Background: an optimization exercise with open tools, aiming at small area and a short achievable clock period. Do not read the settings as production practice.
The RTL was checked by simulation tests, not by an equivalence proof against the original design.

==> flow/design.v <==
module fetchStage2(clk, reset, rddata, rddataPosition, addr, next_stage_rdy, nz, nzposition, valid, 
					next_stage_rdy2, layer_done);
    input						clk, reset, next_stage_rdy, next_stage_rdy2;
    input [31:0]				rddata, rddataPosition;
    output logic [31:0]			nz, nzposition;
    output logic [15:0]			addr;
    output logic				valid, layer_done;
    logic [31:0]				prev_addr;
	integer i;
    always_ff @(posedge clk) begin
		if(reset) begin
			addr<=0;
			prev_addr<=0;
			layer_done<=0;
			nz<=0;
			nzposition<=0;
			valid<=0;
		end else begin
			if(!layer_done) begin
				if(next_stage_rdy & next_stage_rdy2) begin
					nz<=rddata;
					nzposition<=rddataPosition;
					addr<=addr+4;
					prev_addr<=addr;
					valid<=1;
					if(rddataPosition==32'hFFFFFFFF) begin 
						layer_done<=1;
					end
				end else begin
					valid<=0;
				end
			end
		end
	end
endmodule
module depthconv2(clk, reset, new_weight, weight_addr, next_stage_rdy, nz, nzposition, valid_out, rdy,
					outdata, outdataPosition, ksize_side, valid_in, datasize, inmap_out, numOfOutVals, 
					layer_done_in, layer_done_out);
    input						clk, reset, next_stage_rdy, valid_in, layer_done_in;
    input [31:0]				new_weight, nz, nzposition; 
    input [2:0]					ksize_side; 
    input [5:0]					datasize;
    output logic [5:0]			numOfOutVals;
    output logic				valid_out, rdy, layer_done_out;
    output logic [31:0]	outdata, outdataPosition;
    output logic [4:0]			inmap_out;
    output logic [11:0]			weight_addr;
    logic						load_weights, flag0, flag1, flag2, flag3, calculations,
    							k0en, k1en, k2en, k3en, calc_delay;
    logic [4:0]					inmap, prev_inmap;
    logic [26:0]				base_position, newposition;
    logic [16:0][31:0]			kvals; 
    logic [31:0]				k;
    logic [5:0]					prev_count, count, output_count; 
    logic [5:0]				ksize, datasize_reg; 
    logic [5:0]				dMinusK, dMinusKPlus1; 
    logic [11:0]			dMinusKPlus1TimesD;
    integer i;
    always_ff @(posedge clk) begin
		if(reset) begin
			k0en<=1; k1en<=1; k2en<=1; k3en<=1;
			load_weights<=1;
			prev_inmap<=0;
			weight_addr<=0;
			prev_count<=0;
			count<=0;
			output_count<=0;
			calc_delay<=0;
			layer_done_out<=0;
			numOfOutVals<=0;
		end else if(!layer_done_in) begin
			prev_count<=count;
			prev_inmap<=inmap;
			if(prev_inmap!=inmap & !(load_weights)) begin
				load_weights<=1;
				weight_addr<=(inmap | 0)*ksize*4;
				count<=0;
			end
			if(load_weights) begin
				weight_addr<=weight_addr+4;
				count<=count+1;
				if(!(count<ksize-1)) begin
					load_weights<=0;
				end
			end
			kvals[prev_count]<=new_weight;
			if((valid_in | (flag0 & k0en) | (flag1 & k1en) | (flag2 & k2en) | (flag3 & k3en)) & !(load_weights)) begin
				calc_delay<=1;
				if(ksize==4) begin
					if(flag0 & k0en) begin
						k0en<=0;
					end else if(flag1 & k1en) begin
						k1en<=0;
					end else if(flag2 & k2en) begin
						k2en<=0;
					end else if(flag3 & k3en) begin
						k3en<=0;
					end else begin
						calc_delay<=0;
						numOfOutVals<=1; 
					end
				end
			end else begin
				k0en<=1; k1en<=1; k2en<=1; k3en<=1;
				output_count<=0; calc_delay<=0;
			end
		end else
			layer_done_out<=1;
		ksize<=ksize_side*ksize_side;
		dMinusK<=datasize-ksize_side;
		dMinusKPlus1TimesD<=(dMinusK+1)*datasize;
		datasize_reg<=datasize;
	end
	always_comb begin
		base_position=nzposition[26:0];
		if(ksize_side==2) begin
			if((base_position%datasize_reg <= dMinusK) & base_position<dMinusKPlus1TimesD)
				flag0 = 1;
			else
				flag0 = 0;
			if((base_position%datasize_reg > 0) & base_position<dMinusKPlus1TimesD)
				flag1 = 1;
			else
				flag1 = 0;
			if((base_position%datasize_reg <= dMinusK) & base_position>=datasize_reg)
				flag2 = 1;
			else
				flag2 = 0;
			if((base_position%datasize_reg > 0) & base_position>=datasize_reg)
				flag3 = 1;
			else
				flag3 = 0;							
		end else begin
			flag0=0; flag1=0; flag2=0; flag3=0;
		end
		if(valid_in | (flag0 & k0en) | (flag1 & k1en) | (flag2 & k2en) | (flag3 & k3en))
			calculations=1;
		else
			calculations=0;
		inmap=nzposition[31:27];
		inmap_out=inmap;
		if(prev_inmap!=inmap | load_weights | calculations | valid_in) begin
			rdy=0;
		end else
			rdy=1;
		if(ksize==4) begin
			if(flag0 & k0en) begin
				newposition=0;
				k=kvals[0];
			end else if(flag1 & k1en) begin
				newposition=1;
				k=kvals[1];
			end else if(flag2 & k2en) begin
				newposition=datasize;
				k=kvals[2];
			end else if(flag3 & k3en) begin
				newposition=datasize+1;
				k=kvals[3];
			end else begin
				k=0; newposition=0;
			end
		end else begin
			k=0; newposition=0;
		end
		if(calculations) begin
			outdata=k*nz;
			outdataPosition=base_position-newposition;
			valid_out=1;
		end else begin
			outdata=0;
			outdataPosition=0;
			valid_out=0;
		end
	end
endmodule
module pointconv2(clk, reset, new_weight, weight_addr, valid_out, rdy,
					indata, indataPosition, numOfOutmaps, valid_in, inmap_in, numOfInVals, outdata, 
					outposition, layer_done_in, layer_done_out);
    input						clk, reset, valid_in, layer_done_in; 
    input [31:0]				new_weight; 
    input [6:0] 				numOfOutmaps; 
    input [5:0] 				numOfInVals;
    input [31:0]			indata, indataPosition;
    input [4:0]					inmap_in;
    output logic [31:0]			outposition;
    output logic [11:0]			weight_addr;
    output logic				valid_out, rdy, layer_done_out;
    output logic [7:0][31:0]			outdata;
    logic						load_weights, calculations, calc_delay;
    logic [4:0]					prev_inmap;
    logic [16:0][31:0]			outmapfilter; 
    logic [6:0]				prev_count, count, input_count;
    integer i;
    always_ff @(posedge clk) begin
		if(reset) begin
			load_weights<=1;
			prev_inmap<=0;
			weight_addr<=0;
			valid_out<=0;
			prev_count<=0;
			count<=0;
			calculations<=0;
			input_count<=0;
			calc_delay<=0;
			layer_done_out<=0;
		end else if(!layer_done_in) begin
			prev_count<=count;
			prev_inmap<=inmap_in;
			if(prev_inmap!=inmap_in & !(load_weights)) begin
				load_weights<=1;
				weight_addr<=(inmap_in | 0)*numOfOutmaps*4;
				count<=0;
			end
			if(load_weights) begin
				weight_addr<=weight_addr+4;
				count<=count+1;
				if(!(count<numOfOutmaps-1)) begin
					load_weights<=0;
				end
			end
			outmapfilter[prev_count]<=new_weight;
			if(valid_in & !(load_weights) & (prev_inmap==inmap_in)) begin
				outposition<=indataPosition;
				valid_out<=1;
				for(i=0; i<8; i=i+1) 
					outdata[i]<=indata*outmapfilter[i];
			end else
				valid_out<=0;
		end else
			layer_done_out<=1;
	end
	always_comb begin
		if(prev_inmap!=inmap_in | load_weights) begin
			rdy=0;
		end else
			rdy=1;
	end
endmodule
module dsconv_top(clk, reset, datasize, numOfOutmaps,
                  rddataF, rddataAddrF, addrF,
                  rddataweightD, addrweightD,
                  rddataweightP, addrweightP,
                  validP, outaddrP, outdataP, layer_doneP);
    input               clk, reset;
    input [5:0]         datasize;
    input [6:0]         numOfOutmaps;
    input [31:0]        rddataF, rddataAddrF, rddataweightD, rddataweightP;
    output logic [15:0] addrF;
    output logic [11:0] addrweightD, addrweightP;
    output logic        validP, layer_doneP;
    output logic [31:0] outaddrP;
    output logic [255:0] outdataP;
    logic               rdyD, rdyP, layer_doneF, layer_doneD;
    logic [31:0]        nzFD, nzpositionFD;
    logic               validF, validD;
    logic [31:0]        outdataD, outdataAddrD;
    logic [7:0][31:0]   outdataP_w;
    logic [4:0]         inmap_inDP;
    logic [5:0]         numOfOutVals;
    fetchStage2 f0(.clk(clk) , .reset(reset) , .rddata(rddataF) , .rddataPosition(rddataAddrF)
        , .addr(addrF) , .next_stage_rdy(rdyD) , .nz(nzFD) , .nzposition(nzpositionFD) , .valid(validF),
        .next_stage_rdy2(rdyP), .layer_done(layer_doneF));
    depthconv2 d0(.clk(clk) , .reset(reset) , .new_weight(rddataweightD) , .weight_addr(addrweightD) ,
        .next_stage_rdy(1'b0) , .nz(nzFD) , .nzposition(nzpositionFD) , .valid_out(validD) , .rdy(rdyD) ,
        .outdata(outdataD) , .outdataPosition(outdataAddrD) , .ksize_side(3'd2), .valid_in(validF),
        .datasize(datasize), .inmap_out(inmap_inDP), .numOfOutVals(numOfOutVals),
        .layer_done_in(layer_doneF), .layer_done_out(layer_doneD));
    pointconv2 p0(.clk(clk) , .reset(reset) , .new_weight(rddataweightP) ,
        .weight_addr(addrweightP) , .valid_out(validP) , .rdy(rdyP) ,
        .indata(outdataD) , .indataPosition(outdataAddrD) , .numOfOutmaps(numOfOutmaps) , .valid_in(validD) ,
        .inmap_in(inmap_inDP), .numOfInVals(numOfOutVals), .outposition(outaddrP), .outdata(outdataP_w),
        .layer_done_in(layer_doneD), .layer_done_out(layer_doneP));
    assign outdataP = outdataP_w;
endmodule
==> flow/run.sh <==
#!/bin/bash
# synth_recipe.tcl (not shown) runs the flow's synth.tcl, then flattens the netlist and writes it again
# the make line also repeats each setting of config.mk as NAME=value (left out here)
make -C /OpenROAD-flow-scripts/flow DESIGN_CONFIG=/design/flow/config.mk WORK_HOME=/design/flow/orfs CLKGATE_MAP_FILE= SYNTH_SCRIPT=/design/flow/synth_recipe.tcl finish
==> flow/config.mk <==
export PLATFORM = sky130hd
export DESIGN_NAME = dsconv_top
export DESIGN_NICKNAME = dsconv_top
export VERILOG_FILES = /design/flow/design.v
export SDC_FILE = /design/flow/constraint.sdc
export NUM_CORES = 4
export LEC_CHECK = 0
export CAP_MARGIN = 20
export CORE_MARGIN = 2
export CORE_UTILIZATION = 45
export SLEW_MARGIN = 20
==> flow/constraint.sdc <==
create_clock -name core_clock -period 110.0 [get_ports {clk}]
set_input_delay 22.0000 -clock core_clock [delete_from_list [all_inputs] [get_ports {clk}]]
set_output_delay 22.0000 -clock core_clock [all_outputs]
set_load 0.01 [all_outputs]
==> results.txt <==
status=complete, no violations; final max-slew violation count=0; Final nets=28200; hold_ws=0.456 ns; Fmax=approximately 9.9 MHz; Overflow after GRT=0; element type at the critical path start=flop; Yosys top cell area share=a little over a third; Core ar.=0.459 sq mm; area leader, netlist=fa_1; Post-Syn Area per Cell=around 8.9 sq um; Most common cell on crit path=o21a_1; top post-synthesis cells by count=inv_1 (4195), fa_1 (3709), nand2_1 (3535), and3_1 (1686), ha_1 (1513); Setup Fix Bufs, Post-CTS=0; Antenna Nets Post-Route=0; initial antenna violation count=73; global-route wire length before repair=1060000 um; gr usage total=a little under a third; Fin. Hold Viols=0; CTS H-Tree Depth=3; CP Launch Point=d0.datasize_reg[0]; vias in the first global route=171000; clk root buf=clkbuf_16; WP data required=110.65 ns; final core occ=48.4%; Vias/cell=5.70; final estimated routing congestion in global placement=0.919; final instance area=0.222 sq mm; cell family with most CP delay=compound AO/OA/AOI/OAI gates; CTS tree=done; largest net degree at the start of global routing=177; synth warn=3; deepest clock path buffer count=4; Main synth FF type=edfxtp_1; Post-CTS Hold Buffers=0; crit path buf inv count=24; Placed Instance Area=0.218 sq mm; Worst Setup End Kind=flop; arrival time at the worst endpoint=102.06 ns; crit path max fanout=27; Post-Route WL=697000 um; period utilisation layout=between 90 and 100%; largest stage delay on the critical path=0.75 ns; WL/cell=23.9 um; Hold Crit Start=f0.nz[7]; setup TNS=0 ns; Post-synth EDFFs=668; max-cap viol count=0; iteration-0 DRC count of the detailed router=15000; routed vias=166000; crit path kind=reg -> reg; Worst Hold Class=reg -> reg; Vert. Die Dim=683 um; RSZ-0062 raised after global routing=no; flops & latches, synth=836; overall die width=683 um; FF-to-FF Start=d0.datasize_reg[0]; DRT Pass-1 Iters=6; PortBufs=466; Clock transition at path regs=around 0.060 ns; Clock Latency Late Sink=1.01 ns; fill count=between 40000 and 50000; sequential share of the synthesized area=11.3%; Resize count post-CTS=0; DRC errors left=0; Setup violations, final=0; ys async rst share=0%; Cell Area, Synth=0.207 sq mm; worst rel slew slack=10.5%; Distinct cells, synth=between 150 and 200; Starting Density=45.1%; Final HPWL DP=just over 500000 um; layout cell share with drive strength beyond 1=6.28%; slew at the pin closest to its max-slew limit=between 1 and 1.5 ns; synth-to-layout area growth=7.28%; biggest regs=p0.outdata x256, p0.outmapfilter x256, d0.kvals x128; Tmin final=101.41 ns; DIE AREA=0.466 sq mm; Cell Rows=approximately 250; Clock Skews=0.120 ns; cells after synthesis=23200; most common cell in the netlist=inv_1; critical path's slowest cell=or4_1; main area contributors after synthesis=fa_1 (36%), edfxtp_1 (9.7%), ha_1 (9.1%), inv_1 (7.6%), nand2_1 (6.4%); CTS Buf Count=117; I/O pin cnt=473; Sink Count=about 840
-- stage by stage --
stage               setup WS [ns]  instances
global placement            12.08      28900
detailed placement           9.79      28900
floorplan                    8.63      23200
global route                0.135      29100
finish                       8.59      29200
CTS                          9.39      29100
-- layout make-up --
cell class | instances | area [sq um] | area share, %
Tap cell | 6149 | 7690 | 3.46
Multi-Input combinational cell | 16800 | 163000 | 73.4
Antenna cell | 96 | 240 | 0.108
Inverter | 4197 | 15800 | 7.08
Sequential cell | 836 | 23400 | 10.5
Clock buffer | 141 | 3110 | 1.40
Clock inverter | 72 | 699 | 0.315
Timing Repair Buffer | 893 | 8140 | 3.66
-- worst paths after layout --
path,end,slack (ns),cells after the start
worst max-delay path,p0.outdata[191],8.59,388
worst min-delay path,f0.nz[7],0.46,2
worst max register to register,p0.outdata[191],8.59,388
worst min register to register,f0.nz[7],0.46,2
-- routing by layer --
layer	routed length [um]	track usage, %	vias to the layer above
li1	-	-	73200
met1	275000	39.1	84500
met2	321000	48.6	7281
met3	62400	5.66	1426
met4	38300	14.1	16
met5	95	0	-
-- worst reg2reg max path, delay by kind of cell, from the launching register on --
family | cells | cell delay (ns)
compound gates | 183 | 44.23
xor+xnor | 7 | 1.09
fa+ha+maj | 48 | 17.94
buf+inv | 24 | 3.59
flops | 1 | 0.65
mux | 8 | 2.53
simple gates | 118 | 31.07
-- cell families (layout without fill, tap and decap cells) --
family | after synthesis | after routing | synth area share, %
and+or+nand+nor | 7456 | 7456 | 17.6
buffers and inverters | 5591 | 5303 | 10.2
adders and majority gates | 5225 | 5225 | 45.0
AOI/OAI and AO/OA | 2385 | 2385 | 7.88
xor gates and xnor gates | 1163 | 1163 | 5.02
DFF | 836 | 836 | 11.3
muxes | 579 | 579 | 3.09
other | 1 | 107 | 0.00181
-- cell usage in the layout (no fill, tap or decap), drive strengths merged, types with 73 or more instances in the layout --
master | netlist | final
nand2b | 86 | 86
and2 | 361 | 361
nand2 | 3539 | 3539
inv | 4196 | 4206
nor4 | 91 | 91
clkdlybuf4s50 | 0 | 461
clkbuf | 1226 | 142
diode | 0 | 96
o21ai | 313 | 313
xor2 | 212 | 212
o21a | 218 | 218
nor2 | 652 | 652
a31oi | 79 | 79
or2 | 83 | 83
dfxtp | 168 | 168
o211ai | 84 | 84
a21o | 116 | 116
ha | 1513 | 1513
buf | 168 | 431
or3 | 80 | 80
a211oi | 73 | 73
a21oi | 694 | 694
nand4 | 89 | 89
edfxtp | 668 | 668
mux2 | 472 | 472
nor2b | 86 | 86
nor3 | 331 | 331
o21bai | 236 | 236
nand3 | 199 | 199
xnor2 | 938 | 938
mux2i | 107 | 107
and3 | 1686 | 1686
o31ai | 115 | 115
fa | 3709 | 3709

## re-timing with driven ports
The results above use ideal ports. As a check the final layout listed here was re-extracted and re-timed, cells and wires unchanged. Step 1 assumes that a clkbuf_16 drives the clock port and a buf_2 every other input. Step 2 moves the port delays by t, midway between the first and last clock arrival at a register: inputs arrive t later, outputs are due t later. That takes back most of the time a late clock gives input paths. Slacks: ideal / step 1 / step 2; pairs: ideal / step 1.
shift t [ns]: 1.051
setup slack, ns: 8.589 / 8.589 / 8.589
worst slew at a driven data input, ns: 0.14
cell pins on the clock port's net: 1
After both steps this run still meets setup and hold. For this run, drivers alone change the setup slack by 0.000 ns; drivers and shift together by 0.000 ns.
